From an optimization exercise on the open Yosys and OpenROAD flow, aimed at small area and a short achievable clock period; shortcuts taken in it are not production practice.
No run shown here included a check of the RTL's function; only the layout flow was run.
The clock input has no modelled driver; a real chip could not lean on it and would need a root buffer or a full tree.
Power and IR drop assume default switching activity.

==> design/flow/design.v <==
module pfx_add #(parameter W = 25) (
    input  [W-1:0] a,
    input  [W-1:0] b,
    input          cin,
    output [W-1:0] s,
    output         cout
);
    localparam L = $clog2(W + 1);
    wire [W:0] g [0:L];
    wire [W:0] p [0:L];
    assign g[0] = {a & b, cin};
    assign p[0] = {a ^ b, 1'b0};
    genvar l, i;
    generate
        for (l = 0; l < L; l = l + 1) begin : lvl
            for (i = 0; i <= W; i = i + 1) begin : bt
                if ((i >> l) & 1) begin : comb
                    localparam integer J = ((i >> l) << l) - 1;
                    assign g[l+1][i] = g[l][i] | (p[l][i] & g[l][J]);
                    assign p[l+1][i] = p[l][i] & p[l][J];
                end else begin : pass
                    assign g[l+1][i] = g[l][i];
                    assign p[l+1][i] = p[l][i];
                end
            end
        end
    endgenerate
    assign s    = p[0][W:1] ^ g[L][W-1:0];
    assign cout = g[L][W];
endmodule
module FLP_adder(
    input  [31:0] A,
    input  [31:0] B,
    output [31:0] sum
);
    wire        gt   = A[30:23] > B[30:23];
    wire [7:0]  d    = gt ? A[30:23] - B[30:23] : B[30:23] - A[30:23];
    wire [23:0] big  = gt ? {1'b1, A[22:0]} : {1'b1, B[22:0]};
    wire [23:0] sml  = gt ? {1'b1, B[22:0]} : {1'b1, A[22:0]};
    wire        sbig = gt ? A[31] : B[31];
    wire        sub  = A[31] ^ B[31];
    wire [7:0]  ec   = gt ? A[30:23] : B[30:23];
    wire [23:0] shd  = (d > 8'd23) ? 24'd0 : (sml >> d[4:0]);
    wire [24:0] X    = {1'b0, big} + ({1'b0, shd} ^ {25{sub}}) + {24'd0, sub};
    wire        nz   = |X[23:0];
    wire        sgn  = sbig ? (sub ? (~X[24] & nz) : ~(X[24] & nz)) : X[24];
    wire [23:0] C    = X[24] ? (24'd0 - X[23:0]) : X[23:0];
    wire [22:0] M    = C[23] ? C[22:0] : {C[21:0], 1'b0};
    wire [7:0]  e    = C[23] ? ec : ec - 8'd1;
    assign sum = {sgn, e, M};
endmodule
module FLP_adder_7(
    input  [31:0] A,
    input  [31:0] B,
    input         rst,
    input         clk,
    output [31:0] sum
);
    reg [31:0] a1, b1;
    reg        ge1;
    always @(posedge clk) begin
        a1  <= A;
        b1  <= B;
        ge1 <= A[30:23] >= B[30:23];
    end
    wire [7:0] ebig = ge1 ? a1[30:23] : b1[30:23];
    wire [7:0] dab  = a1[30:23] - b1[30:23];
    wire [7:0] dba  = b1[30:23] - a1[30:23];
    wire [7:0] d    = ge1 ? dab : dba;
    reg [22:0] big2, sml2;
    reg [7:0]  d2;
    reg        sbig2, sub2;
    reg [7:0]  ec2;
    always @(posedge clk) begin
        big2  <= ge1 ? a1[22:0] : b1[22:0];
        sml2  <= ge1 ? b1[22:0] : a1[22:0];
        d2    <= d;
        sbig2 <= ge1 ? a1[31] : b1[31];
        sub2  <= a1[31] ^ b1[31];
        ec2   <= ebig;
    end
    wire        z2  = (|d2[7:5]) | (d2[4] & d2[3]);
    wire [23:0] shd = z2 ? 24'd0 : ({1'b1, sml2} >> d2[4:0]);
    reg [22:0] big3;
    reg [23:0] shx3;
    reg        sbig3, sub3;
    reg [7:0]  ec3;
    always @(posedge clk) begin
        big3  <= big2;
        shx3  <= shd ^ {24{sub2}};
        sbig3 <= sbig2;
        sub3  <= sub2;
        ec3   <= ec2;
    end
    wire [24:0] X;
    pfx_add #(25) add (.a({2'b01, big3}), .b({sub3, shx3}), .cin(sub3), .s(X), .cout());
    reg [24:0] X4;
    reg        sbig4, sub4;
    reg [7:0]  ec4;
    always @(posedge clk) begin
        X4    <= X;
        sbig4 <= sbig3;
        sub4  <= sub3;
        ec4   <= ec3;
    end
    wire [23:0] lo;       
    assign lo[0] = 1'b0;
    genvar i;
    generate
        for (i = 1; i < 24; i = i + 1) begin : orl
            assign lo[i] = |X4[i-1:0];
        end
    endgenerate
    wire        nz  = lo[23] | X4[23];
    wire        sgn = sbig4 ? (sub4 ? (~X4[24] & nz) : ~(X4[24] & nz)) : X4[24];
    wire [23:0] C   = X4[23:0] ^ (lo & {24{X4[24]}});
    reg        sgn5;
    reg [23:0] C5;
    reg [7:0]  ec5;
    always @(posedge clk) begin
        sgn5 <= sgn;
        C5   <= C;
        ec5  <= ec4;
    end
    wire [22:0] M = C5[23] ? C5[22:0] : {C5[21:0], 1'b0};
    wire [7:0]  e = C5[23] ? ec5 : ec5 - 8'd1;
    reg [31:0] r6;
    always @(posedge clk) begin
        r6 <= {sgn5, e, M};
    end
    assign sum = r6;
endmodule
==> design/flow/run.sh <==
#!/bin/bash
# synth_recipe.tcl (not shown) runs the flow's synth.tcl, then flattens the netlist and writes it again
# the make line also repeats each setting of config.mk as NAME=value (left out here)
make -C /OpenROAD-flow-scripts/flow DESIGN_CONFIG=/design/flow/config.mk WORK_HOME=/design/flow/orfs CLKGATE_MAP_FILE= SYNTH_SCRIPT=/design/flow/synth_recipe.tcl finish
==> design/flow/config.mk <==
export PLATFORM = sky130hd
export DESIGN_NAME = FLP_adder_7
export DESIGN_NICKNAME = FLP_adder_7
export VERILOG_FILES = /design/flow/design.v
export SDC_FILE = /design/flow/constraint.sdc
export NUM_CORES = 4
export LEC_CHECK = 0
export CAP_MARGIN = 20
export CORE_MARGIN = 2
export CORE_UTILIZATION = 40
export SETUP_SLACK_MARGIN = 3.0
export SLEW_MARGIN = 20
export TNS_END_PERCENT = 10
==> design/flow/constraint.sdc <==
create_clock -name core_clock -period 5.0 [get_ports {clk}]
set_input_delay 1.0000 -clock core_clock [delete_from_list [all_inputs] [get_ports {clk}]]
set_output_delay 1.0000 -clock core_clock [all_outputs]
set_load 0.01 [all_outputs]
==> run_results.csv, run 1 <==
group,metric,value,unit
timing,finClkSkew,13.0,ps
timing,drv_slew,0,
final_layout,final_common_cell,"dfxtp_1",
timing,fmax,434,MHz
yosys,synth.distinct_cells,53,
final_layout,area_growth,24.2,%
run_status,status,"complete, no violations",
critical_path,reg2reg_from,"X4[8]",
power,ir_worst_vdd,0.000334,V
timing,rsz0062_at_grt,"yes",
grt,grt_start_max_net_pins,50,
power,p_leak,5.36,nW
floorplan,ios,98,
routing,totalWireLength,18000,um
floorplan,core,25300,um2
timing,hold_viol,0,
timing,post-route-period-util,0.460,
clocking,cts-root-buf,"clkbuf_16",
floorplan,die_w,164,um
grt,antenna_found_initial,0,
grt,grt_overflow,0,
grt,grt_pass1_vias,6037,
yosys,synth_nets,989,
routing,final_antenna_net_count,0,
final_layout,antenna_cells,0,
timing,tns,0,ps
critical_path,crit_type,"reg2reg",
clocking,cts.clk_slew.worst_paths,60,ps
timing,setup_viol,0,
critical_path,r2r_slack,2700,ps
timing,fin_ws,2700,ps
timing,min_period,2300,ps
placed_design,dp_hpwl,12900,um
yosys,synth-main-ff-cell,"dfxtp_1",
timing,worst_pin_slew,741,ps
floorplan,die_y,164,um
floorplan,die-area,27000,um2
final_layout,final_cell_mix,"dfxtp_1, mux2_2, clkdlybuf4s50_1",
yosys,ys.warnings.count,2,
clocking,clk_latency,540,ps
routing,wire_per_inst,13.5,um
yosys,synth-edff-count,0,
routing,firstDrtPassIters,5,
clocking,cts_tree,"done",
yosys,synthCells,871,
final_layout,nets,1097,
critical_path,required,5460,ps
routing,viasPerCell,4.59,
floorplan,rows,58,
routing,drt_iter0_markers,331,
yosys,async_flop_share,0,
yosys,syn_area,10300,um2
placed_design,gp_congestion,0.894,
routing,drc,0,
clocking,cts-buffers-inserted,30,
critical_path,crit_fanout,7,
final_layout,drive_gt1_frac,0.195,
yosys,synth.avg_cell_area,11.8,um2
flow_run,maxCapViolCount,0,
yosys,synth_seq_cells,286,
timing,slew_headroom,0.505,
hold_path,hold_start,"big2[2]",
critical_path,endpoint_kind,"register",
floorplan,initial_core_util,0.408,
clocking,htreeDepth,1,
placed_design,place_ws,2110,ps
hold_path,hold_path_class,"reg2reg",
critical_path,start_kind,"register",
power,pwr_density_cell,544,nW/um2
critical_path,r2r-end,"C5[20]",
grt,track_usage,0.135,
placed_design,port_buffers,96,
yosys,ys_seq_area_frac,0.556,
critical_path,reg2regPathDepth,7,
routing,vias,6121,
grt,grt_pass1_wl,29300,um
hold_path,hold_path_depth,0,
clocking,cts_sinks,286,
critical_path,cp_data_arrival_time,2760,ps
hold_path,min_to,"big3[2]",
clocking,cts_max_path_buffers,3,
clocking,ctsHoldBuffers,0,
==> per-layer routing <==
layer,vias up,part of all wire,global-route usage,wire [um]
met5,-,0,0,0
met4,0,0.022,0.0458,394
met3,31,0.042,0.0226,764
met2,121,0.46,0.227,8300
met1,2760,0.47,0.177,8550
li1,3209,-,-,-
==> critical path: stages (launching register included) <==
cell and delay [ps]:
dfxtp_1 350, or4_1 570, nor4_2 180, nand3b_1 150, or3_4 390, or3_4 350
o21ai_2 130, xnor2_1 120
==> stage by stage <==
stage	cells	hold slack, ps	utilization	power (mW)	cell area, um2
finish	1333	325	0.506	6.96	12800
global route	1333	329	0.506	7.39	12800
CTS	1329	326	0.502	6.99	12700
detailed placement	1267	312	0.459	4.83	11600
global placement	1267	310	0.459	4.82	11600
floorplan	871	310	-	4.26	10300
==> worst max-delay path by stage <==
stage	end	from	slack (ps)
floorplan	C5[20]	X4[9]	2780
CTS	C5[20]	X4[8]	2680
finish	C5[20]	X4[8]	2700
detailed placement	shx3[4]	d2[0]	2110
global placement	shx3[0]	d2[0]	2140
global route	C5[20]	X4[0]	2590
==> flip-flops by register name, summed over array words and instances, names as in the netlist, 23 cells and up <==
register	cells
C5	24
X4	25
a1	32
b1	32
big2	23
big3	23
r6	32
shx3	24
sml2	23
==> cell type report <==
class	instances	area (um2)
clock buffer	41	883
clock inverter	15	141
fill	2303	12500
inverter	41	161
multi-input combinational	509	4400
sequential	286	5740
tap	330	413
timing repair buffer	111	1040
==> synth_stat cells, types with 9 or more instances <==
master | instances | area share
xor2_1 | 26 | 0.022
a21o_1 | 13 | 0.0095
xnor2_1 | 54 | 0.046
nor3_1 | 11 | 0.0053
or3_1 | 10 | 0.0061
o211ai_1 | 9 | 0.0066
inv_1 | 40 | 0.015
nor2_1 | 26 | 0.0095
mux2i_1 | 18 | 0.018
dfxtp_1 | 286 | 0.56
clkbuf_1 | 26 | 0.0095
nand2_1 | 53 | 0.019
mux4_2 | 12 | 0.026
a21oi_1 | 31 | 0.015
o21ai_0 | 37 | 0.018
mux2_2 | 82 | 0.090
ha_1 | 45 | 0.055
==> power by group <==
group	total [mW]	switching [mW]	internal [mW]
clock network	2.20	0.856	1.34
registers	3.14	0.318	2.82
logic	1.62	0.740	0.881
total	6.96	1.91	5.04
==> cells by family after synthesis <==
kind of cell             count (synthesis)  share of synthesized area
XOR/XNOR                                80                     0.0681
AO/OA/AOI/OAI                          132                     0.0822
AND/OR/NAND/NOR                        133                     0.0636
multiplexers                           112                      0.133
flip-flops                             286                      0.556
buffers and inverters                   76                     0.0280
adder cells (fa/ha/maj)                 52                     0.0683
==> what timing repair did <==
| item | 4_1_cts | 5_1_grt |
|---|---|---|
| endpoints found under the setup margin | 83 | 80 |
| setup buffers | 6 | 4 |
| resized for setup | 47 | 26 |
| pin swaps | 1 | 9 |
==> run 2, diff against run 1 <==
--- a/design/flow/design.v
+++ b/design/flow/design.v
@@ -1,3 +1,3 @@
-module pfx_add #(parameter W = 25) (
+module pfx_add #(parameter W = 25, parameter L = 5) (
     input  [W-1:0] a,
     input  [W-1:0] b,
@@ -6,5 +6,4 @@
     output         cout
 );
-    localparam L = $clog2(W + 1);
     wire [W:0] g [0:L];
     wire [W:0] p [0:L];
@@ -28,4 +27,30 @@
     assign s    = p[0][W:1] ^ g[L][W-1:0];
     assign cout = g[L][W];
+endmodule
+module pfx_gp #(parameter W = 25, parameter L = 5) (
+    input  [W-1:0] g,
+    input  [W-1:0] p,
+    output [W-1:0] s
+);
+    wire [W-1:0] gg [0:L];
+    wire [W-1:0] pp [0:L];
+    assign gg[0] = g;
+    assign pp[0] = p;
+    genvar l, i;
+    generate
+        for (l = 0; l < L; l = l + 1) begin : lvl
+            for (i = 0; i < W; i = i + 1) begin : bt
+                if ((i >> l) & 1) begin : comb
+                    localparam integer J = ((i >> l) << l) - 1;
+                    assign gg[l+1][i] = gg[l][i] | (pp[l][i] & gg[l][J]);
+                    assign pp[l+1][i] = pp[l][i] & pp[l][J];
+                end else begin : pass
+                    assign gg[l+1][i] = gg[l][i];
+                    assign pp[l+1][i] = pp[l][i];
+                end
+            end
+        end
+    endgenerate
+    assign s = p ^ {gg[L][W-2:0], 1'b0};
 endmodule
 module FLP_adder(
@@ -82,26 +107,27 @@
     wire        z2  = (|d2[7:5]) | (d2[4] & d2[3]);
     wire [23:0] shd = z2 ? 24'd0 : ({1'b1, sml2} >> d2[4:0]);
-    reg [22:0] big3;
-    reg [23:0] shx3;
-    reg        sbig3, sub3;
-    reg [7:0]  ec3;
+    wire [23:0] ax = {~sub2, big2 ^ {23{sub2}}};
+    reg  [23:0] g3, p3;
+    reg         sbig3, sub3;
+    reg  [7:0]  ec3;
     always @(posedge clk) begin
-        big3  <= big2;
-        shx3  <= shd ^ {24{sub2}};
+        g3    <= ax & shd;
+        p3    <= ax ^ shd;
         sbig3 <= sbig2;
         sub3  <= sub2;
         ec3   <= ec2;
     end
-    wire [24:0] X;
-    pfx_add #(25) add (.a({2'b01, big3}), .b({sub3, shx3}), .cin(sub3), .s(X), .cout());
-    reg [24:0] X4;
+    wire [24:0] Y;
+    pfx_gp #(25) add (.g({1'b0, g3}), .p({sub3, p3}), .s(Y));
+    reg [24:0] Y4;
     reg        sbig4, sub4;
     reg [7:0]  ec4;
     always @(posedge clk) begin
-        X4    <= X;
+        Y4    <= Y;
         sbig4 <= sbig3;
         sub4  <= sub3;
         ec4   <= ec3;
     end
+    wire [24:0] X4 = Y4 ^ {25{sub4}};
     wire [23:0] lo;       
     assign lo[0] = 1'b0;
==> design/flow/flow/run.sh (new file) <==
#!/bin/bash
# Standard ORFS layout with smaller input-port buffers and a clock tree
# without dummy loads. Each tool's output goes to its own log under
# orfs/logs; make's output goes to make.log.
set -euo pipefail
here=$(pwd)
bash standard.sh \
  POST_GLOBAL_PLACE_TCL="$here/flow/inbuf.tcl" \
  CTS_ARGS="-sink_clustering_enable -repair_clock_nets -dont_use_dummy_load -sink_clustering_size 24 -sink_clustering_max_diameter 100" \
  finish > make.log 2>&1
==> design/flow/flow/inbuf.tcl (new file) <==
# After global placement: drive each input port through the smallest
# buffer, and each output port through a buf_2.
foreach inst [get_cells input*] {
  replace_cell $inst sky130_fd_sc_hd__buf_1
}
foreach inst [get_cells output*] {
  replace_cell $inst sky130_fd_sc_hd__buf_2
}
==> design/flow/standard.sh (new file) <==
#!/bin/bash
# synth_recipe.tcl (not shown) runs the flow's synth.tcl, then flattens the netlist and writes it again
# the make line also repeats each setting of config.mk as NAME=value (left out here)
make -C /OpenROAD-flow-scripts/flow DESIGN_CONFIG=/design/flow/config.mk WORK_HOME=/design/flow/orfs CLKGATE_MAP_FILE= SYNTH_SCRIPT=/design/flow/synth_recipe.tcl "${@:-finish}"
--- a/design/flow/config.mk
+++ b/design/flow/config.mk
@@ -6,4 +6,5 @@
 export NUM_CORES = 4
 export LEC_CHECK = 0
+export ABC_AREA = 1
 export CAP_MARGIN = 20
 export CORE_MARGIN = 2
removed: design/flow/run.sh
==> run_results.csv, run 2 <==
group,metric,value,unit
clocking,cts-root-buf,"clkbuf_16",
critical_path,timing.critical_path.buf_inv,1,
final_layout,area_growth,11.1,%
final_layout,postLayoutCoreUtil,0.453,
clocking,ctsHoldBuffers,0,
critical_path,cp_data_arrival_time,2310,ps
grt,met3_usage,0.0198,
critical_path,crit_fanout,6,
routing,drc,0,
power,ir_worst_vdd,0.000267,V
routing,final_antenna_net_count,0,
final_layout,final_common_cell,"nand2_1",
power,pwr_density_cell,479,nW/um2
clocking,cts_tree,"done",
yosys,synth.distinct_cells,46,
yosys,synth.avg_cell_area,8.53,um2
floorplan,core,27000,um2
grt,track_usage,0.137,
floorplan,die-area,28800,um2
critical_path,reg2regPathDepth,11,
final_layout,final_cell_mix,"nand2_1, dfxtp_1, inv_1",
run_status,status,"complete, no violations",
critical_path,worst-path-stages,11,
grt,grt_util_met2,0.229,
timing,post-route-period-util,0.390,
routing,drt_iter0_markers,497,
power,p_sw,1.87,mW
critical_path,reg2reg_from,"d2[0]",
power,power_switching_share,0.319,
timing,finClkSkew,17.5,ps
power,p_seq_frac,0.528,
clocking,cts_sinks,287,
final_layout,antenna_cells,0,
yosys,synth.most_common_cell,"nand2_1",
yosys,synth_seq_cells,287,
power,p_comb_frac,0.270,
clocking,cts_max_path_buffers,3,
hold_path,hold_path_class,"reg2reg",
grt,grt_pass1_wl,32900,um
timing,drv_slew,0,
yosys,synth-edff-count,0,
timing,rsz0062_at_grt,"yes",
placed_design,dp.cells,1683,
grt,grt_overflow,0,
timing,slew_headroom,0.704,
floorplan,initial_core_util,0.408,
clocking,cts-buffers-inserted,15,
routing,viasPerCell,4.43,
placed_design,port_buffers,96,
power,p_int,3.99,mW
yosys,yosys.area.top_type,"dfxtp_1",
placed_design,place_area,11600,um2
critical_path,slowest_delay,370,ps
timing,fmax,513,MHz
yosys,synthCells,1289,
yosys,netlist.area_leader.share,0.523,
yosys,synth_nets,1409,
yosys,synth.top_cells.by_area,"dfxtp_1, nand2_1, ha_1",
placed_design,dp_hpwl,14900,um
floorplan,die_y,170,um
power,power_frac_clock,0.202,
grt,grt_use_met1,0.188,
critical_path,crit_type,"reg2reg",
flow_run,maxCapViolCount,0,
yosys,async_flop_share,0,
critical_path,critical_path.endpoint,"p3[0]",
clocking,cts.clk_slew.worst_paths,90,ps
final_layout,fin_area,12200,um2
grt,grt_start_max_net_pins,70,
critical_path,endpoint_kind,"register",
timing,setup_viol,0,
critical_path,start_kind,"register",
grt,grt_pass1_vias,7064,
critical_path,worstPathCellList,"buf_4, or2_2, o21ai_1, nand2_1, o21ai_0, nand2_1, o21ai_2, nor2_1, nor2_1, nor2_1, ha_1",
yosys,ys_seq_area_frac,0.523,
timing,worst_pin_slew,440,ps
grt,antenna_found_initial,0,
floorplan,rows,60,
timing,tns,0,ps
final_layout,nets,1500,
critical_path,crit_family,"simple AND/OR/NAND/NOR gates",
critical_path,r2r-end,"p3[0]",
critical_path,crit_top_cell,"nor2_1",
timing,hold_viol,0,
floorplan,ios,98,
yosys,synth_common_cells,"nand2_1, dfxtp_1, inv_1, o21ai_0, nor2_1",
final_layout,reg_top3,"a1: 32 flops, b1: 32 flops, r6: 32 flops",
routing,totalWireLength,19800,um
timing,min_period,1950,ps
grt,grt-busiest-layer,"met2",
critical_path,r2r_slack,3050,ps
critical_path,critPathLaunch,"d2[0]",
power,p_leak,5.86,nW
routing,firstDrtPassIters,4,
yosys,ys.warnings.count,2,
clocking,htreeDepth,1,
yosys,syn_area,11000,um2
floorplan,die_w,170,um
critical_path,required,5360,ps
clocking,clk_latency,490,ps
final_layout,drive_gt1_frac,0.0929,
routing,vias,7613,
critical_path,critPathSlowestCell,"dfxtp_4",
final_layout,stdcell_count,1719,
yosys,synth-main-ff-cell,"dfxtp_1",
routing,wire_per_inst,11.5,um
==> run 2: area by class of cell <==
cell class | instances | area [um2]
fill | 2693 | 14700
sequential | 287 | 5760
multi-input combinational | 823 | 4530
timing repair buffer | 117 | 568
inverter | 130 | 510
tap | 341 | 427
clock buffer | 15 | 375
timing repair inverter | 6 | 42.5
==> run 2: layer usage <==
metal | vias to the layer above | part of all wire | wire length, um
met3 | 30 | 0.035 | 702
met1 | 3228 | 0.50 | 9880
li1 | 4227 | - | -
met2 | 128 | 0.44 | 8770
met5 | - | 0 | 0
met4 | 0 | 0.023 | 461
==> run 2: per-stage QoR <==
stage	hold WS [ps]	power, mW	setup slack, ps
CTS	333	5.89	2900
floorplan	310	4.25	3200
global placement	310	4.78	2160
finish	332	5.85	3050
global route	339	6.30	2950
detailed placement	312	4.67	2140
==> run 2: cells by family after synthesis <==
logic type                 after synthesis  share of synthesized area
DFF                                    287                      0.523
buffers and inverters                  179                     0.0675
adders and majority gates               54                     0.0628
xor gates and xnor gates                76                     0.0623
AOI/OAI and AO/OA                      188                     0.0912
muxes                                    2                    0.00182
and+or+nand+nor                        503                      0.192
==> run 2: power by group through the flow <==
stage / combinational, mW / clock, mW / sequential (mW)
finish: 1.58 / 1.18 / 3.09
global route: 1.82 / 1.33 / 3.16
CTS: 1.54 / 1.24 / 3.10
detailed placement: 1.52 / 0 / 3.15
global placement: 1.64 / 0 / 3.15
floorplan: 1.13 / 0 / 3.12
==> run 2: worst min path at each step <==
stage | slack [ps] | endpoint | from | depth (start not counted)
3_5_place_dp | 310 | ec4[3] | ec3[3] | 0
3_3_place_gp | 310 | ec4[5] | ec3[5] | 0
5_1_grt | 340 | ec4[3] | ec3[3] | 0
4_1_cts | 330 | ec4[3] | ec3[3] | 0
6_report | 330 | ec4[3] | ec3[3] | 0
2_1_floorplan | 310 | Y4[0] | p3[0] | 0
==> run 2: repair_timing <==
item | in CTS | in global routing
pin swaps | 0 | 4
gates cloned | 4 | 2
setup buffers | 3 | 12
gates resized for setup | 15 | 34
hold endpoints to repair | 0 | 0
endpoints found under the setup margin | 47 | 45
==> run 2: worst reg2reg max path: stages (launching register included) <==
cell,delay [ps]
dfxtp_4,370
buf_4,150
or2_2,280
o21ai_1,110
nand2_1,70
o21ai_0,120
nand2_1,100
o21ai_2,90
nor2_1,60
nor2_1,120
nor2_1,60
ha_1,290
==> run 3, diff against run 2 <==
--- a/design/flow/config.mk
+++ b/design/flow/config.mk
@@ -6,5 +6,4 @@
 export NUM_CORES = 4
 export LEC_CHECK = 0
-export ABC_AREA = 1
 export CAP_MARGIN = 20
 export CORE_MARGIN = 2
==> run_results.csv, run 3 <==
group,metric,value,unit
yosys,synth-main-ff-cell,"dfxtp_1",
yosys,async_flop_share,0,
placed_design,dp_hpwl,13100,um
final_layout,reg_top3,"a1: 32 flops, b1: 32 flops, r6: 32 flops",
grt,grt_start_max_net_pins,58,
routing,drt_iter0_markers,309,
routing,wire_per_inst,13.4,um
flow_run,maxCapViolCount,0,
floorplan,die_w,169,um
yosys,synth_seq_cells,287,
timing,rsz0062_at_grt,"yes",
yosys,yosys.area.top_type,"dfxtp_1",
yosys,netlist.area_leader.share,0.528,
grt,antenna_found_initial,0,
critical_path,critPathSlowestCell,"or4_4",
critical_path,crit_type,"reg2reg",
grt,grt_pass1_vias,6453,
final_layout,nets,1179,
power,ir_worst_vdd,0.000267,V
floorplan,die-area,28500,um2
clocking,cts_sinks,287,
timing,hold_viol,0,
final_layout,final_common_cell,"dfxtp_1",
floorplan,ios,98,
clocking,ctsHoldBuffers,0,
final_layout,stdcell_count,1398,
placed_design,port_buffers,96,
timing,tns,0,ps
clocking,htreeDepth,1,
yosys,synth_nets,1073,
floorplan,rows,60,
yosys,synth.top_cells.by_area,"dfxtp_1, mux2_2, ha_1",
timing,fmax,457,MHz
grt,grt_pass1_wl,30600,um
timing,slew_headroom,0.270,
clocking,clk_latency,490,ps
clocking,cts_max_path_buffers,3,
critical_path,endpoint_kind,"register",
critical_path,start_kind,"register",
yosys,synth.distinct_cells,70,
final_layout,drive_gt1_frac,0.202,
power,p_leak,5.16,nW
hold_path,hold_path_class,"reg2reg",
timing,setup_viol,0,
yosys,syn_area,10900,um2
routing,wl_met2,8250,um
critical_path,required,5380,ps
routing,final_antenna_net_count,0,
grt,track_usage,0.128,
routing,met3WireLength,718,um
floorplan,die_y,169,um
final_layout,area_growth,14.8,%
routing,totalWireLength,18700,um
placed_design,dp.cells,1356,
timing,finClkSkew,11.8,ps
floorplan,initial_core_util,0.406,
timing,min_period,2190,ps
yosys,ys_seq_area_frac,0.528,
final_layout,antenna_cells,0,
clocking,cts-root-buf,"clkbuf_16",
routing,top_layer_used,"met4",
timing,drv_slew,0,
yosys,synth.most_common_cell,"dfxtp_1",
power,pwr_density_cell,461,nW/um2
timing,worst_pin_slew,1090,ps
power,totalPowerFinal,5.76,mW
clocking,cts-buffers-inserted,15,
placed_design,place_ws,2220,ps
floorplan,core,26800,um2
routing,vias,6665,
yosys,ys.warnings.count,2,
yosys,synthCells,953,
routing,met1_length,9340,um
routing,viasPerCell,4.77,
yosys,synth_common_cells,"dfxtp_1, mux2_2, ha_1, nor2_1, inv_1",
run_status,status,"complete, no violations",
critical_path,crit_fanout,8,
clocking,cts.clk_slew.worst_paths,90,ps
routing,drc,0,
critical_path,worstPathCellList,"buf_12, or4_4, o22ai_4, o211ai_4, nor3_4, mux2_4, a31o_1",
final_layout,final_cell_mix,"dfxtp_1, mux2_2, buf_1",
timing,post-route-period-util,0.437,
yosys,synth.avg_cell_area,11.4,um2
critical_path,cp_data_arrival_time,2570,ps
timing,fin_ws,2810,ps
routing,firstDrtPassIters,4,
critical_path,slowest_delay,430,ps
yosys,synth-edff-count,0,
clocking,cts_tree,"done",
grt,grt_overflow,0,
==> run 3: cell types whose count changed after synthesis, moves of 18 or more <==
cell and change:
xnor2_1 +18, nor2_1 -22, mux2i_1 +20, mux2_2 +73, nand3_1 -44, inv_1 -84, nand2_2 -18, o21ai_0 -75
nand2_1 -290
==> run 3: path summary, 6_finish.rpt <==
kind | start | to | slack (ps) | depth (start not counted)
max | sub4 | sgn5 | 2810 | 7
min | p3[0] | Y4[0] | 320 | 0
max reg2reg | sub4 | sgn5 | 2810 | 7
min reg2reg | p3[0] | Y4[0] | 320 | 0
==> run 3: layout make-up <==
class | instances | area [um2]
inverters | 44 | 170
clock buffers | 15 | 375
repair buffers | 128 | 791
multi-input cells | 583 | 4960
fillers | 2450 | 14300
well taps | 341 | 427
flip-flops and latches | 287 | 5760
==> run 3: where the power goes <==
group / internal, mW / switching [mW] / total, mW
sequential: 2.79 / 0.396 / 3.18
combinational: 0.741 / 0.634 / 1.37
clock: 0.539 / 0.665 / 1.20
total: 4.07 / 1.69 / 5.76
==> run 3: timing repair <==
item	in CTS	in global routing
setup endpoints to repair	70	60
resized for setup	30	21
pin swaps	11	11
buffers inserted	14	9
cloned	1	3
hold endpoints to repair	0	0
==> run 3: through the flow <==
| stage | hold WS (ps) | cell area (um2) | utilization |
|---|---|---|---|
| detailed placement | 312 | 11600 | 0.433 |
| global placement | 311 | 12200 | 0.454 |
| finish | 324 | 12500 | 0.466 |
| floorplan | 310 | 10900 | - |
| CTS | 326 | 12300 | 0.457 |
| global route | 337 | 12500 | 0.466 |
==> run 3: critical path: cells and delay by family, from the launching register on <==
| family | cells | cell delay [ps] |
|---|---|---|
| AOI/OAI and AO/OA | 3 | 670 |
| buffers and inverters | 1 | 130 |
| DFF | 1 | 360 |
| muxes | 1 | 310 |
| and+or+nand+nor | 2 | 620 |
==> run 3: metal layers <==
layer / track usage / up-vias
met5: 0 / -
met4: 0.0334 / 0
met3: 0.0199 / 23
met2: 0.209 / 117
met1: 0.178 / 2998
li1: - / 3527
==> run 3: cells by family after synthesis <==
family / count (synthesis) / synth area share
flops: 287 / 0.528
simple gates: 177 / 0.0838
compound gates: 161 / 0.0986
mux: 113 / 0.132
buf+inv: 83 / 0.0306
xor+xnor: 77 / 0.0620
fa+ha+maj: 55 / 0.0644
==> run 4, diff against run 3 <==
--- a/design/flow/design.v
+++ b/design/flow/design.v
@@ -82,27 +82,25 @@
     output [31:0] sum
 );
-    reg [31:0] a1, b1;
-    reg        ge1;
+    wire       ge  = A[30:23] >= B[30:23];
+    wire [7:0] dab = A[30:23] - B[30:23];
+    wire [7:0] dba = B[30:23] - A[30:23];
+    reg [22:0] ma1, mb1;
+    reg        sa1, sb1, ge1;
+    reg [7:0]  d1, ec1;
     always @(posedge clk) begin
-        a1  <= A;
-        b1  <= B;
-        ge1 <= A[30:23] >= B[30:23];
+        ma1 <= A[22:0];
+        mb1 <= B[22:0];
+        sa1 <= A[31];
+        sb1 <= B[31];
+        ge1 <= ge;
+        d1  <= ge ? dab : dba;
+        ec1 <= ge ? A[30:23] : B[30:23];
     end
-    wire [7:0] ebig = ge1 ? a1[30:23] : b1[30:23];
-    wire [7:0] dab  = a1[30:23] - b1[30:23];
-    wire [7:0] dba  = b1[30:23] - a1[30:23];
-    wire [7:0] d    = ge1 ? dab : dba;
-    reg [22:0] big2, sml2;
-    reg [7:0]  d2;
-    reg        sbig2, sub2;
-    reg [7:0]  ec2;
-    always @(posedge clk) begin
-        big2  <= ge1 ? a1[22:0] : b1[22:0];
-        sml2  <= ge1 ? b1[22:0] : a1[22:0];
-        d2    <= d;
-        sbig2 <= ge1 ? a1[31] : b1[31];
-        sub2  <= a1[31] ^ b1[31];
-        ec2   <= ebig;
-    end
+    wire [22:0] big2 = ge1 ? ma1 : mb1;
+    wire [22:0] sml2 = ge1 ? mb1 : ma1;
+    wire        sbig2 = ge1 ? sa1 : sb1;
+    wire        sub2  = sa1 ^ sb1;
+    wire [7:0]  d2    = d1;
+    wire [7:0]  ec2   = ec1;
     wire        z2  = (|d2[7:5]) | (d2[4] & d2[3]);
     wire [23:0] shd = z2 ? 24'd0 : ({1'b1, sml2} >> d2[4:0]);
@@ -151,7 +149,8 @@
     wire [22:0] M = C5[23] ? C5[22:0] : {C5[21:0], 1'b0};
     wire [7:0]  e = C5[23] ? ec5 : ec5 - 8'd1;
-    reg [31:0] r6;
+    reg [31:0] r5, r6;
     always @(posedge clk) begin
-        r6 <= {sgn5, e, M};
+        r5 <= {sgn5, e, M};
+        r6 <= r5;
     end
     assign sum = r6;
--- a/design/flow/config.mk
+++ b/design/flow/config.mk
@@ -6,4 +6,5 @@
 export NUM_CORES = 4
 export LEC_CHECK = 0
+export ABC_AREA = 1
 export CAP_MARGIN = 20
 export CORE_MARGIN = 2
==> run_results.csv, run 4 <==
group,metric,value,unit
clocking,cts_max_path_buffers,3,
yosys,synthCells,1239,
critical_path,endpoint_kind,"register",
timing,setup_viol,0,
floorplan,die-area,27100,um2
routing,wire_per_inst,12.9,um
timing,hold_viol,0,
critical_path,crit_fanout,5,
final_layout,stdcell_count,1681,
routing,viasPerCell,4.70,
final_layout,drive_gt1_frac,0.154,
yosys,synth_seq_cells,255,
clocking,ctsHoldBuffers,0,
hold_path,min_to,"r6[6]",
grt,track_usage,0.149,
clocking,htreeDepth,1,
routing,firstDrtPassIters,5,
floorplan,rows,58,
clocking,cts_sinks,255,
routing,drt_iter0_markers,450,
final_layout,reg_top3,"r5: 32 flops, r6: 32 flops, Y4: 25 flops",
timing,min_period,2050,ps
grt,grt_start_max_net_pins,63,
yosys,synth.avg_cell_area,8.33,um2
clocking,cts_tree,"done",
routing,totalWireLength,21700,um
final_layout,final_cell_mix,"nand2_1, dfxtp_1, nand3_1",
final_layout,antenna_cells,0,
final_layout,area_growth,17.3,%
grt,antenna_found_initial,0,
routing,vias,7906,
timing,finClkSkew,24.3,ps
yosys,ys_seq_area_frac,0.495,
timing,hold_slack,326,ps
clocking,cts-root-buf,"clkbuf_16",
yosys,synth.distinct_cells,40,
timing,post-route-period-util,0.410,
final_layout,num-fill-cells,2533,
yosys,synth-main-ff-cell,"dfxtp_1",
critical_path,cp_data_arrival_time,2440,ps
placed_design,port_buffers,96,
clocking,cts.clk_slew.worst_paths,90,ps
final_layout,seq_area,5120,um2
yosys,ys.warnings.count,2,
hold_path,hold_path_class,"reg2reg",
floorplan,initial_core_util,0.409,
yosys,synth-edff-count,0,
yosys,synth.most_common_cell,"nand2_1",
critical_path,crit_type,"in2reg",
critical_path,critPathLaunch,"B[23]",
yosys,synth_common_cells,"nand2_1, dfxtp_1, nand3_1, inv_1, nor2_1",
timing,worst_pin_slew,526,ps
critical_path,required,5400,ps
flow_run,maxCapViolCount,0,
timing,fin_ws,2950,ps
critical_path,r2r-end,"p3[5]",
critical_path,start_kind,"primary input",
placed_design,place_ws,1720,ps
floorplan,die_y,165,um
yosys,synth_nets,1352,
timing,rsz0062_at_grt,"yes",
grt,grt_pass1_vias,7013,
floorplan,ios,98,
run_status,status,"complete, no violations",
placed_design,dp_hpwl,14600,um
yosys,yosys.area.top_type,"dfxtp_1",
final_layout,nets,1466,
placed_design,dp.cells,1624,
hold_path,hold_path_depth,0,
yosys,synth.top_cells.by_area,"dfxtp_1, nand2_1, nand3_1",
timing,drv_slew,0,
power,ir_worst_vdd,0.000262,V
routing,final_antenna_net_count,0,
power,pwr_density_cell,484,nW/um2
timing,fmax,488,MHz
timing,slew_headroom,0.649,
floorplan,die_w,165,um
hold_path,hold_start,"r5[6]",
yosys,async_flop_share,0,
power,p_leak,5.69,nW
floorplan,core,25300,um2
grt,grt_pass1_wl,33000,um
clocking,cts-buffers-inserted,14,
yosys,netlist.area_leader.share,0.495,
clocking,clk_latency,480,ps
critical_path,reg2regPathDepth,12,
final_layout,multiInputGateArea,4870,um2
yosys,syn_area,10300,um2
grt,grt_overflow,0,
timing,tns,0,ps
final_layout,final_common_cell,"nand2_1",
routing,drc,0,
critical_path,r2r_slack,2970,ps
critical_path,reg2reg_from,"ge1",
run 4: worst max path at each step:
| stage | end | slack (ps) | cells after the start |
|---|---|---|---|
| after floorplan | d1[4] | 2690 | 10 |
| final | d1[2] | 2950 | 10 |
| after CTS | p3[2] | 2920 | 10 |
| after global routing | d1[3] | 2880 | 11 |
| after detailed placement | d1[4] | 1720 | 11 |
| after global placement | d1[4] | 1340 | 11 |
run 4: metrics by stage:
stage	util	cell area (um2)	total power [mW]
floorplan	-	10400	4.18
global placement	0.457	11500	4.72
detailed placement	0.435	11000	4.61
CTS	0.457	11500	5.76
global route	0.479	12100	6.30
finish	0.479	12100	5.87
run 4: area by class of cell:
class,count,share of cell area
inverters,102,0.0344
multi-input cells,836,0.402
well taps,330,0.0341
repair buffers,133,0.0711
clock buffers,14,0.0289
flip-flops and latches,255,0.423
repair inverters,11,0.00620
run 4: cell families after synthesis:
family,after synthesis,share of synthesized area
adder cells (fa/ha/maj),47,0.0584
AO/OA/AOI/OAI,126,0.0691
flip-flops,255,0.495
AND/OR/NAND/NOR,583,0.246
buffers and inverters,149,0.0610
multiplexers,1,0.000970
XOR/XNOR,78,0.0698
run 4: worst max-delay path, stage by stage:
cell and delay, ps:
buf_2 120, ha_4 160, fa_2 410, o21ai_2 170, o21ai_2 100, nand2_4 100
buf_4 140, nand2_1 50, nand2_1 80, xnor2_1 110
run 4: what timing repair did:
action                     in CTS  in global routing
gates resized for setup        36                 63
pin swaps                       5                 35
setup endpoints to repair      88                 68
buffers inserted                6                 18
cloned                          8                 11
run 4: layer usage:
metal / wire length, um / up-vias / track usage
li1: - / 4183 / -
met1: 9960 / 3462 / 0.202
met2: 9840 / 207 / 0.245
met3: 1200 / 54 / 0.0229
met4: 706 / 0 / 0.0458
met5: 0 / - / 0
run 4: report_power, final:
part / switching (mW) / internal [mW] / leakage (nW)
sequential: 0.274 / 2.64 / 2.14
clock: 0.591 / 0.503 / 0.173
combinational: 1.12 / 0.739 / 3.38
total: 1.99 / 3.88 / 5.69
==> run 5, diff against run 4 <==
--- a/design/flow/design.v
+++ b/design/flow/design.v
@@ -105,11 +105,10 @@
     wire        z2  = (|d2[7:5]) | (d2[4] & d2[3]);
     wire [23:0] shd = z2 ? 24'd0 : ({1'b1, sml2} >> d2[4:0]);
-    wire [23:0] ax = {~sub2, big2 ^ {23{sub2}}};
-    reg  [23:0] g3, p3;
+    reg  [23:0] ax3, shd3;
     reg         sbig3, sub3;
     reg  [7:0]  ec3;
     always @(posedge clk) begin
-        g3    <= ax & shd;
-        p3    <= ax ^ shd;
+        ax3   <= {~sub2, big2 ^ {23{sub2}}};
+        shd3  <= shd;
         sbig3 <= sbig2;
         sub3  <= sub2;
@@ -117,5 +116,5 @@
     end
     wire [24:0] Y;
-    pfx_gp #(25) add (.g({1'b0, g3}), .p({sub3, p3}), .s(Y));
+    pfx_gp #(25) add (.g({1'b0, ax3 & shd3}), .p({sub3, ax3 ^ shd3}), .s(Y));
     reg [24:0] Y4;
     reg        sbig4, sub4;
==> run_results.csv, run 5 <==
group,metric,value,unit
final_layout,antenna_cells,0,
clocking,cts_tree,"done",
critical_path,endpoint_kind,"register",
timing,hold_viol,0,
critical_path,r2r-end,"Y4[16]",
timing,worst_pin_slew,792,ps
timing,tns,0,ps
routing,vias,7526,
yosys,ys.warnings.count,2,
grt,grt_start_max_net_pins,60,
timing,fmax,497,MHz
floorplan,core,25300,um2
floorplan,die_w,165,um
timing,drv_slew,0,
timing,min_period,2010,ps
placed_design,dp_hpwl,15000,um
yosys,netlist.area_leader.share,0.493,
timing,post-route-period-util,0.403,
routing,drc,0,
yosys,synthCells,1237,
routing,viasPerCell,4.54,
timing,slew_headroom,0.469,
flow_run,maxCapViolCount,0,
grt,grt_overflow,0,
final_layout,reg_top3,"r5: 32 flops, r6: 32 flops, Y4: 25 flops",
clocking,cts_max_path_buffers,3,
grt,grt_pass1_wl,33000,um
yosys,synth.top_cells.by_area,"dfxtp_1, nand2_1, nand3_1",
hold_path,hold_path_class,"reg2reg",
clocking,cts_sinks,255,
routing,firstDrtPassIters,5,
clocking,htreeDepth,1,
critical_path,required,5350,ps
critical_path,cp_data_arrival_time,2360,ps
yosys,synth_nets,1349,
floorplan,rows,58,
timing,fin_ws,2990,ps
yosys,synth.distinct_cells,42,
clocking,clk_latency,480,ps
yosys,synth.most_common_cell,"nand2_1",
clocking,ctsHoldBuffers,0,
yosys,synth_seq_cells,255,
routing,wire_per_inst,12.2,um
final_layout,num-fill-cells,2500,
power,p_leak,5.57,nW
final_layout,final_cell_mix,"nand2_1, dfxtp_1, nand3_1",
clocking,cts-root-buf,"clkbuf_16",
floorplan,die-area,27200,um2
timing,setup_viol,0,
timing,finClkSkew,24.8,ps
yosys,synth-main-ff-cell,"dfxtp_1",
final_layout,area_growth,13.5,%
yosys,syn_area,10400,um2
hold_path,hold_path_depth,0,
critical_path,r2r_slack,3020,ps
yosys,ys_seq_area_frac,0.493,
placed_design,place_ws,1680,ps
hold_path,hold_start,"ec1[3]",
placed_design,port_buffers,96,
critical_path,start_kind,"primary input",
yosys,synth_common_cells,"nand2_1, dfxtp_1, nand3_1, inv_1, a21oi_1",
clocking,cts.clk_slew.worst_paths,90,ps
floorplan,ios,98,
final_layout,drive_gt1_frac,0.122,
yosys,synth.avg_cell_area,8.38,um2
yosys,async_flop_share,0,
critical_path,reg2reg_from,"ax3[0]",
grt,grt_pass1_vias,6835,
grt,track_usage,0.150,
power,ir_worst_vdd,0.000285,V
hold_path,min_to,"ec3[3]",
final_layout,nets,1440,
routing,totalWireLength,20200,um
routing,drt_iter0_markers,568,
grt,antenna_found_initial,0,
floorplan,die_y,165,um
power,pwr_density_cell,484,nW/um2
routing,final_antenna_net_count,0,
yosys,yosys.area.top_type,"dfxtp_1",
floorplan,initial_core_util,0.409,
critical_path,crit_type,"in2reg",
clocking,cts-buffers-inserted,14,
yosys,synth-edff-count,0,
critical_path,crit_fanout,8,
timing,rsz0062_at_grt,"yes",
final_layout,final_common_cell,"nand2_1",
critical_path,reg2regPathDepth,11,
run_status,status,"complete, no violations",
## run 5: changes by cell type after synthesis, moves of 3 or more
cell | previous run | this run
ha_1 | 45 | 39
nor2_1 | 53 | 44
nand3_1 | 145 | 159
nor3_1 | 11 | 6
o211ai_1 | 20 | 17
inv_1 | 99 | 118
a21oi_1 | 50 | 56
o21ai_0 | 43 | 49
fa_1 | 2 | 7
nand2_1 | 335 | 300
## run 5: per-layer routing
metal / track usage / share of wire
met1: 0.215 / 0.50
met4: 0.0356 / 0.019
met5: 0 / 0
met3: 0.0216 / 0.042
met2: 0.238 / 0.43
## run 5: stage by stage
| step | power [mW] | instance area [um2] | hold WS (ps) | utilization | cells |
|---|---|---|---|---|---|
| 6_report | 5.69 | 11800 | 323 | 0.464 | 1656 |
| 2_1_floorplan | 4.16 | 10400 | 310 | - | 1237 |
| 5_1_grt | 6.15 | 11800 | 336 | 0.464 | 1656 |
| 3_5_place_dp | 4.60 | 11000 | 312 | 0.436 | 1621 |
| 3_3_place_gp | 4.72 | 11600 | 311 | 0.458 | 1621 |
| 4_1_cts | 5.73 | 11600 | 329 | 0.457 | 1643 |
## run 5: cell type report
type / count / area [um2] / share of cell area
Tap cell: 330 / 413 / 0.0351
Inverter: 124 / 495 / 0.0421
Timing Repair inverter: 4 / 27.5 / 0.00234
Timing Repair Buffer: 118 / 603 / 0.0513
Sequential cell: 255 / 5110 / 0.434
Clock buffer: 14 / 350 / 0.0298
Multi-Input combinational cell: 811 / 4770 / 0.405
## run 5: kinds of logic after synthesis
family,count (synthesis),synth area share
fa+ha+maj,46,0.0606
buf+inv,173,0.0692
flops,255,0.493
compound gates,135,0.0728
xor+xnor,78,0.0695
simple gates,549,0.234
mux,1,0.000966
## run 5: where the power goes
group	internal (mW)	total (mW)	switching [mW]
Sequential	2.62	2.82	0.200
Clock	0.502	1.09	0.587
Combinational	0.688	1.78	1.09
## run 5: worst max path at each step
stage / slack [ps] / to / start / cells after the start
after floorplan: 2690 / d1[4] / A[23] / 10
after global placement: 1350 / d1[4] / A[23] / 11
after detailed placement: 1680 / d1[4] / A[23] / 11
after CTS: 2920 / Y4[16] / ax3[0] / 11
after global routing: 2930 / d1[7] / A[25] / 11
final: 2990 / d1[2] / A[23] / 11
## run 5: what timing repair did
| action | CTS | global route |
|---|---|---|
| gates cloned | 2 | 4 |
| pin swaps | 6 | 14 |
| gates resized for setup | 37 | 30 |
| setup buffers | 6 | 9 |
| setup endpoints to repair | 47 | 51 |
## run 5: critical path, cell delays in order
cell and delay [ps]:
buf_8 90, inv_8 30, ha_4 150, fa_2 390, o21ai_4 170, o21ai_4 100
nand2_4 120, inv_6 60, nand2_4 50, nand2_2 60, xnor2_2 130
==> run 6, diff against run 5 <==
--- a/design/flow/design.v
+++ b/design/flow/design.v
@@ -82,33 +82,36 @@
     output [31:0] sum
 );
-    wire       ge  = A[30:23] >= B[30:23];
-    wire [7:0] dab = A[30:23] - B[30:23];
-    wire [7:0] dba = B[30:23] - A[30:23];
-    reg [22:0] ma1, mb1;
-    reg        sa1, sb1, ge1;
-    reg [7:0]  d1, ec1;
+    reg [31:0] a1, b1;
+    reg        ge1;
     always @(posedge clk) begin
-        ma1 <= A[22:0];
-        mb1 <= B[22:0];
-        sa1 <= A[31];
-        sb1 <= B[31];
-        ge1 <= ge;
-        d1  <= ge ? dab : dba;
-        ec1 <= ge ? A[30:23] : B[30:23];
+        a1  <= A;
+        b1  <= B;
+        ge1 <= A[30:23] >= B[30:23];
     end
-    wire [22:0] big2 = ge1 ? ma1 : mb1;
-    wire [22:0] sml2 = ge1 ? mb1 : ma1;
-    wire        sbig2 = ge1 ? sa1 : sb1;
-    wire        sub2  = sa1 ^ sb1;
-    wire [7:0]  d2    = d1;
-    wire [7:0]  ec2   = ec1;
+    wire [7:0] ebig = ge1 ? a1[30:23] : b1[30:23];
+    wire [7:0] dab  = a1[30:23] - b1[30:23];
+    wire [7:0] dba  = b1[30:23] - a1[30:23];
+    wire [7:0] d    = ge1 ? dab : dba;
+    reg [22:0] big2, sml2;
+    reg [7:0]  d2;
+    reg        sbig2, sub2;
+    reg [7:0]  ec2;
+    always @(posedge clk) begin
+        big2  <= ge1 ? a1[22:0] : b1[22:0];
+        sml2  <= ge1 ? b1[22:0] : a1[22:0];
+        d2    <= d;
+        sbig2 <= ge1 ? a1[31] : b1[31];
+        sub2  <= a1[31] ^ b1[31];
+        ec2   <= ebig;
+    end
     wire        z2  = (|d2[7:5]) | (d2[4] & d2[3]);
     wire [23:0] shd = z2 ? 24'd0 : ({1'b1, sml2} >> d2[4:0]);
-    reg  [23:0] ax3, shd3;
+    wire [23:0] ax = {~sub2, big2 ^ {23{sub2}}};
+    reg  [23:0] g3, p3;
     reg         sbig3, sub3;
     reg  [7:0]  ec3;
     always @(posedge clk) begin
-        ax3   <= {~sub2, big2 ^ {23{sub2}}};
-        shd3  <= shd;
+        g3    <= ax & shd;
+        p3    <= ax ^ shd;
         sbig3 <= sbig2;
         sub3  <= sub2;
@@ -116,5 +119,5 @@
     end
     wire [24:0] Y;
-    pfx_gp #(25) add (.g({1'b0, ax3 & shd3}), .p({sub3, ax3 ^ shd3}), .s(Y));
+    pfx_gp #(25) add (.g({1'b0, g3}), .p({sub3, p3}), .s(Y));
     reg [24:0] Y4;
     reg        sbig4, sub4;
@@ -148,8 +151,7 @@
     wire [22:0] M = C5[23] ? C5[22:0] : {C5[21:0], 1'b0};
     wire [7:0]  e = C5[23] ? ec5 : ec5 - 8'd1;
-    reg [31:0] r5, r6;
+    reg [31:0] r6;
     always @(posedge clk) begin
-        r5 <= {sgn5, e, M};
-        r6 <= r5;
+        r6 <= {sgn5, e, M};
     end
     assign sum = r6;
==> design/flow/flow/run.sh (replaced) <==
#!/bin/bash
# Standard ORFS layout with smaller input-port buffers and a two-level
# clock tree (root buffers, leaf buffers) without dummy loads. Each tool's output goes to its own log under
# orfs/logs; make's output goes to make.log.
set -euo pipefail
here=$(pwd)
bash standard.sh \
  POST_GLOBAL_PLACE_TCL="$here/flow/inbuf.tcl" \
  POST_CTS_TCL="$here/flow/clk_tree.tcl" \
  CTS_ARGS="-sink_clustering_enable -repair_clock_nets -dont_use_dummy_load -sink_clustering_size 24 -sink_clustering_max_diameter 100" \
  finish > make.log 2>&1
==> design/flow/flow/clk_tree.tcl (new file) <==
# After CTS: make the clock tree two buffers deep. The leaf clock buffers
# are driven straight from root buffers (the intermediate level is removed),
# and the root is split into up to four copies, each driving the leaf
# buffers nearest to it. Every register still sees root buffer + leaf buffer.
set block [ord::get_db_block]
set root_net [$block findNet clknet_0_clk]
set nroots 4
if { $root_net != "NULL" } {
  # 1. remove the intermediate level
  set mids {}
  foreach it [$root_net getITerms] {
    if { [$it isInputSignal] } {
      set inst [$it getInst]
      if { [string match "sky130_fd_sc_hd__clkbuf*" [[$inst getMaster] getName]] } {
        lappend mids $inst
      }
    }
  }
  foreach inst $mids {
    set onet [[$inst findITerm X] getNet]
    set leaves {}
    set ok 1
    foreach it [$onet getITerms] {
      if { [$it isInputSignal] } {
        lappend leaves $it
        if { ![string match "sky130_fd_sc_hd__clkbuf*" [[[$it getInst] getMaster] getName]] } { set ok 0 }
      }
    }
    if { !$ok } { continue }
    foreach it $leaves {
      $it disconnect
      $it connect $root_net
    }
    puts "clk_tree: removed [$inst getName], [llength $leaves] leaf buffers now on clknet_0_clk"
    [$inst findITerm A] disconnect
    [$inst findITerm X] disconnect
    odb::dbInst_destroy $inst
    odb::dbNet_destroy $onet
  }

  # 2. split the root buffer: group the leaf buffers by angle around their
  # centre, one root buffer per group
  set root_it [lindex [$root_net getITerms] 0]
  set root {}
  set leaves {}
  foreach it [$root_net getITerms] {
    if { [$it isOutputSignal] } { set root [$it getInst] } else { lappend leaves $it }
  }
  set clk_net [[$root findITerm A] getNet]
  set n [llength $leaves]
  set cx 0; set cy 0
  foreach it $leaves {
    set b [[$it getInst] getBBox]
    set cx [expr {$cx + ([$b xMin] + [$b xMax]) / 2.0}]
    set cy [expr {$cy + ([$b yMin] + [$b yMax]) / 2.0}]
  }
  set cx [expr {$cx / $n}]; set cy [expr {$cy / $n}]
  set keyed {}
  foreach it $leaves {
    set b [[$it getInst] getBBox]
    set x [expr {([$b xMin] + [$b xMax]) / 2.0 - $cx}]
    set y [expr {([$b yMin] + [$b yMax]) / 2.0 - $cy}]
    lappend keyed [list [expr {atan2($y, $x)}] $it $x $y]
  }
  set keyed [lsort -real -index 0 $keyed]
  set k [expr {min($nroots, $n)}]
  set master [[$root getMaster] getName]
  set lib_master [$root getMaster]
  for {set g 0} {$g < $k} {incr g} {
    set lo [expr {($g * $n) / $k}]
    set hi [expr {(($g + 1) * $n) / $k - 1}]
    set grp [lrange $keyed $lo $hi]
    set gx 0; set gy 0
    foreach e $grp { set gx [expr {$gx + [lindex $e 2]}]; set gy [expr {$gy + [lindex $e 3]}] }
    set gx [expr {int($cx + $gx / [llength $grp] / 2.0)}]
    set gy [expr {int($cy + $gy / [llength $grp] / 2.0)}]
    if { $g == 0 } {
      set inst $root
      set net $root_net
    } else {
      set inst [odb::dbInst_create $block $lib_master "clkbuf_root_${g}_clk"]
      set net [odb::dbNet_create $block "clknet_root_${g}_clk"]
      $net setSigType CLOCK
      [$inst findITerm A] connect $clk_net
      [$inst findITerm X] connect $net
      foreach e $grp {
        set it [lindex $e 1]
        $it disconnect
        $it connect $net
      }
    }
    $inst setLocation $gx $gy
    $inst setPlacementStatus PLACED
    puts "clk_tree: [$inst getName] drives [llength $grp] leaf buffers"
  }
}
--- a/design/flow/config.mk
+++ b/design/flow/config.mk
@@ -10,5 +10,5 @@
 export CORE_MARGIN = 2
 export CORE_UTILIZATION = 40
-export SETUP_SLACK_MARGIN = 3.0
+export SETUP_SLACK_MARGIN = 3.2
 export SLEW_MARGIN = 20
 export TNS_END_PERCENT = 10
==> run_results.csv, run 6 <==
group,metric,value,unit
run_status,status,"aborted with a tool error",
run_status,stop_stage,"global routing",
run_status,error,"[ERROR DRT-0073] No access point for clkbuf_0_clk/A (sky130_fd_sc_hd__clkbuf_16).",
floorplan,initial_core_util,0.408,
clocking,cts_sinks,287,
yosys,syn_area,11000,um2
yosys,netlist.area_leader.share,0.523,
yosys,synth-main-ff-cell,"dfxtp_1",
floorplan,ios,98,
yosys,synth-edff-count,0,
yosys,async_flop_share,0,
yosys,synthCells,1289,
yosys,yosys.area_share.adder,0.0628,
yosys,ys.warnings.count,2,
yosys,synth_nets,1409,
yosys,synth.distinct_cells,46,
yosys,ys_seq_area_frac,0.523,
yosys,synth_top_family_by_area,"simple AND/OR/NAND/NOR gates",
yosys,synth_xor_area_frac,0.0623,
placed_design,port_buffers,96,
floorplan,die_w,170,um
yosys,synth_compound_area_frac,0.0912,
yosys,synth.avg_cell_area,8.53,um2
floorplan,rows,60,
yosys,synth_common_cells,"nand2_1, dfxtp_1, inv_1, o21ai_0, nor2_1",
yosys,yosys.area.top_type,"dfxtp_1",
yosys,synth_seq_cells,287,
yosys,synth.most_common_cell,"nand2_1",
yosys,muxShareOfSynthArea,0.00182,
yosys,synthSimpleGateAreaFrac,0.192,
yosys,synth.top_cells.by_area,"dfxtp_1, nand2_1, ha_1",
placed_design,dp_hpwl,15000,um
floorplan,die_y,170,um
[run 6: cell types whose count changed after synthesis, moves of 9 or more]
cell	previous run	this run
xor2_1	37	58
dfxtp_1	255	287
nor2_1	44	68
nand3_1	159	55
o21ai_0	49	111
xnor2_1	39	17
ha_1	39	52
nand2_1	300	329
inv_1	118	127
o211ai_1	17	5
[run 6: kinds of logic after synthesis]
logic type               count (synthesis)
AND/OR/NAND/NOR                        503
flip-flops                             287
AO/OA/AOI/OAI                          188
buffers and inverters                  179
XOR/XNOR                                76
adder cells (fa/ha/maj)                 54
multiplexers                             2
[run 6: worst max-delay path by stage]
stage / startpoint / end / slack [ps] / depth (start not counted)
3_5_place_dp: d2[0] / p3[0] / 2160 / 10
3_3_place_gp: d2[0] / p3[0] / 2180 / 10
2_1_floorplan: B[24] / ge1 / 3210 / 6
[run 6: power by group through the flow]
stage	logic (mW)	registers [mW]	clock network, mW
2_1_floorplan	1.13	3.12	0
3_3_place_gp	1.64	3.15	0
3_5_place_dp	1.52	3.15	0
[run 6: metrics by stage]
stage                      util  hold WS (ps)  cell area [um2]  std cells  setup slack, ps
after global placement    0.452           310            12200       1683             2180
after floorplan               -           310            11000       1289             3210
after detailed placement  0.431           312            11600       1683             2160
==> run 7, diff against run 6 <==
--- a/design/flow/config.mk
+++ b/design/flow/config.mk
@@ -10,5 +10,5 @@
 export CORE_MARGIN = 2
 export CORE_UTILIZATION = 40
-export SETUP_SLACK_MARGIN = 3.2
+export SETUP_SLACK_MARGIN = 3.0
 export SLEW_MARGIN = 20
 export TNS_END_PERCENT = 10
==> run_results.csv, run 7 <==
group,metric,value,unit
run_status,status,"aborted with a tool error",
placed_design,dp_hpwl,14900,um
yosys,synth_common_cells,"nand2_1, dfxtp_1, inv_1, o21ai_0, nor2_1",
placed_design,place_ws,2140,ps
yosys,synth_nets,1409,
floorplan,rows,60,
yosys,ys_seq_area_frac,0.523,
yosys,yosys.area.top_type,"dfxtp_1",
placed_design,dp.cells,1683,
yosys,synth-main-ff-cell,"dfxtp_1",
run_status,stop_stage,"global routing",
yosys,netlist.area_leader.share,0.523,
yosys,synth_seq_cells,287,
placed_design,port_buffers,96,
yosys,synth.distinct_cells,46,
yosys,synth-edff-count,0,
placed_design,place_area,11600,um2
yosys,syn_area,11000,um2
yosys,ys.warnings.count,2,
yosys,synth.most_common_cell,"nand2_1",
yosys,synthCells,1289,
yosys,synth.avg_cell_area,8.53,um2
floorplan,ios,98,
floorplan,die_w,170,um
yosys,synth.top_cells.by_area,"dfxtp_1, nand2_1, ha_1",
run_status,error,"[ERROR DRT-0073] No access point for clkbuf_0_clk/A (sky130_fd_sc_hd__clkbuf_16).",
clocking,cts_sinks,287,
floorplan,initial_core_util,0.408,
floorplan,die_y,170,um
yosys,async_flop_share,0,
[run 7: power groups by stage]
stage / combinational (mW) / sequential, mW / clock (mW)
floorplan: 1.13 / 3.12 / 0
global placement: 1.64 / 3.15 / 0
detailed placement: 1.52 / 3.15 / 0
[run 7: worst min path at each step]
stage,start,to,cells after the start
2_1_floorplan,p3[0],Y4[0],0
3_3_place_gp,ec3[5],ec4[5],0
3_5_place_dp,ec3[3],ec4[3],0
[run 7: kinds of logic after synthesis]
kind of cell | count (synthesis) | share of synthesized area
multiplexers | 2 | 0.00182
adder cells (fa/ha/maj) | 54 | 0.0628
buffers and inverters | 179 | 0.0675
AND/OR/NAND/NOR | 503 | 0.192
XOR/XNOR | 76 | 0.0623
AO/OA/AOI/OAI | 188 | 0.0912
flip-flops | 287 | 0.523
==> run 8, diff against run 7 <==
--- a/design/flow/flow/clk_tree.tcl
+++ b/design/flow/flow/clk_tree.tcl
@@ -95,2 +95,7 @@
   }
 }
+
+# legalise the moved and added buffers
+detailed_placement
+check_placement -verbose
+estimate_parasitics -placement
==> run_results.csv, run 8 <==
group,metric,value,unit
power,p_comb_frac,0.269,
grt,grt_start_max_net_pins,70,
yosys,ys_seq_area_frac,0.523,
final_layout,final_common_cell,"nand2_1",
final_layout,nets,1501,
yosys,synth_seq_cells,287,
routing,wire_per_inst,11.5,um
power,power_frac_clock,0.204,
power,ir_worst_vdd,0.000277,V
critical_path,cp_data_arrival_time,2140,ps
timing,post-route-period-util,0.389,
routing,vias,7669,
floorplan,die-area,28800,um2
critical_path,reg2regPathDepth,11,
grt,grt_pass1_vias,7067,
routing,viasPerCell,4.46,
timing,finClkSkew,11.6,ps
critical_path,r2r_slack,3060,ps
power,p_int,4.02,mW
floorplan,die_w,170,um
final_layout,area_growth,11.2,%
placed_design,dp_hpwl,14900,um
final_layout,antenna_cells,0,
hold_path,hold_path_class,"reg2reg",
grt,grt_pass1_wl,32800,um
placed_design,port_buffers,96,
yosys,yosys.area.top_type,"dfxtp_1",
power,p_sw,1.84,mW
clocking,cts_sinks,287,
yosys,synth.most_common_cell,"nand2_1",
yosys,synth.top_cells.by_area,"dfxtp_1, nand2_1, ha_1",
routing,drc,0,
routing,drt_iter0_markers,451,
hold_path,min_to,"ec4[3]",
timing,rsz0062_at_grt,"yes",
critical_path,start_kind,"register",
critical_path,required,5190,ps
flow_run,maxCapViolCount,0,
clocking,clk_latency,310,ps
clocking,cts.clk_slew.worst_paths,90,ps
yosys,synth-edff-count,0,
critical_path,crit_fanout,6,
timing,min_period,1940,ps
final_layout,drive_gt1_frac,0.0928,
yosys,ys.warnings.count,2,
yosys,synth-main-ff-cell,"dfxtp_1",
hold_path,hold_path_depth,0,
yosys,netlist.area_leader.share,0.523,
timing,worst_pin_slew,458,ps
yosys,synth_nets,1409,
final_layout,postLayoutCoreUtil,0.454,
grt,track_usage,0.139,
power,p_leak,5.87,nW
critical_path,crit_type,"reg2reg",
yosys,synthCells,1289,
power,p_seq_frac,0.527,
floorplan,die_y,170,um
timing,fmax,514,MHz
yosys,async_flop_share,0,
timing,tns,0,ps
yosys,syn_area,11000,um2
timing,slew_headroom,0.695,
final_layout,final_cell_mix,"nand2_1, dfxtp_1, inv_1",
hold_path,hold_start,"ec3[3]",
run_status,status,"complete, no violations",
routing,final_antenna_net_count,0,
yosys,synth.distinct_cells,46,
floorplan,initial_core_util,0.408,
timing,setup_viol,0,
timing,hold_viol,0,
grt,grt_overflow,0,
yosys,synth_common_cells,"nand2_1, dfxtp_1, inv_1, o21ai_0, nor2_1",
power,pwr_density_cell,480,nW/um2
critical_path,reg2reg_from,"d2[0]",
routing,firstDrtPassIters,5,
power,totalPowerFinal,5.87,mW
power,power_switching_share,0.314,
yosys,synth.avg_cell_area,8.53,um2
critical_path,endpoint_kind,"register",
critical_path,r2r-end,"p3[2]",
grt,antenna_found_initial,0,
floorplan,ios,98,
floorplan,core,27000,um2
timing,drv_slew,0,
final_layout,reg_top3,"a1: 32 flops, b1: 32 flops, r6: 32 flops",
routing,totalWireLength,19700,um
floorplan,rows,60,
[run 8: cell counts after synthesis]
No cell type changed its count.
[run 8: worst max-delay path by stage]
stage               cells past startpoint  start     to  slack [ps]
detailed placement                      8  d2[0]  p3[8]        2140
floorplan                               6  B[26]    ge1        3200
finish                                 11  d2[0]  p3[2]        3060
global route                            9  d2[0]  p3[1]        2940
global placement                       10  d2[0]  p3[0]        2160
[run 8: cell families (layout without fill, tap and decap cells)]
| family | Yosys count | count (layout) | share of synthesized area |
|---|---|---|---|
| AO/OA/AOI/OAI | 188 | 188 | 0.0912 |
| XOR/XNOR | 76 | 76 | 0.0623 |
| adder cells (fa/ha/maj) | 54 | 54 | 0.0628 |
| buffers and inverters | 179 | 269 | 0.0675 |
| flip-flops | 287 | 287 | 0.523 |
| multiplexers | 2 | 2 | 0.00182 |
| AND/OR/NAND/NOR | 503 | 503 | 0.192 |
[run 8: stage by stage]
stage / setup WS, ps / cells / hold slack [ps] / area, um2
6_report: 3060 / 1720 / 332 / 12200
5_1_grt: 2940 / 1720 / 339 / 12200
3_5_place_dp: 2140 / 1683 / 312 / 11600
3_3_place_gp: 2160 / 1683 / 310 / 12200
2_1_floorplan: 3200 / 1289 / 310 / 11000
[run 8: area by class of cell, without the clock buffers]
cell class | count | area, um2
buffer | 3 | 75.1
multi-input combinational | 823 | 4520
fill | 2690 | 14700
sequential | 287 | 5760
timing repair buffer | 117 | 564
tap | 341 | 427
timing repair inverter | 6 | 42.5
inverter | 130 | 510
[run 8: power by group through the flow]
| stage | sequential, mW | clock (mW) | combinational (mW) |
|---|---|---|---|
| after global placement | 3.15 | 0 | 1.64 |
| after floorplan | 3.12 | 0 | 1.13 |
| after global routing | 3.16 | 1.34 | 1.82 |
| final | 3.09 | 1.20 | 1.58 |
| after detailed placement | 3.15 | 0 | 1.52 |
[run 8: layer usage]
metal / up-vias / wire length (um) / GRT usage
met2: 157 / 8790 / 0.228
li1: 4225 / - / -
met1: 3256 / 9750 / 0.188
met3: 31 / 817 / 0.0236
met5: - / 0 / 0
met4: 0 / 372 / 0.0435
[run 8: critical path, cell delays in order, from the launching register on]
cell and delay, ps:
dfxtp_4 370, clkbuf_4 170, or2_2 290, o21ai_1 110
nand2_1 70, o21ai_0 100, o21ai_0 160, nand2_1 120
nand2_1 70, nand2_1 60, nor2_1 50, ha_1 280

[separate check: timing with driven ports]
How much do the figures lean on ideal ports? The routed layouts below were timed once more, with nothing changed but the port constraints. Step 1 (the two cells are an assumption about what drives the block):
set clk [get_ports {clk}]
set_driving_cell -lib_cell sky130_fd_sc_hd__clkbuf_16 $clk
set_driving_cell -lib_cell sky130_fd_sc_hd__buf_2 [delete_from_list [all_inputs] $clk]
Step 2 times the ports against the registers' clock, not the clock port: input delays grow and output delays shrink by t, the midpoint of the rising clock arrivals with the driver on. Three values: ideal, step 1, step 2; two values: the first two.
run	shift t [ns]	setup slack, ns	hold WS [ns]	worst slew at a driven data input, ns
run 1	0.577	2.698 / 2.698 / 2.149	0.325 / 0.325 / 0.325	0.04
run 2	0.526	3.052 / 3.023 / 2.934	0.332 / 0.332 / 0.332	0.04
run 3	0.526	2.813 / 2.813 / 2.490	0.324 / 0.324 / 0.324	0.03
run 4	0.521	2.951 / 2.963 / 2.442	0.326 / 0.326 / 0.326	0.04
run 5	0.511	2.987 / 2.981 / 2.470	0.323 / 0.323 / 0.323	0.05
run 8	0.386	3.056 / 3.056 / 2.926	0.332 / 0.332 / 0.332	0.04
After both steps setup and hold are still met in every run listed. The setup slack of run 1, which loses most, moves by 0.000 ns with the drivers and by -0.549 ns with both steps.
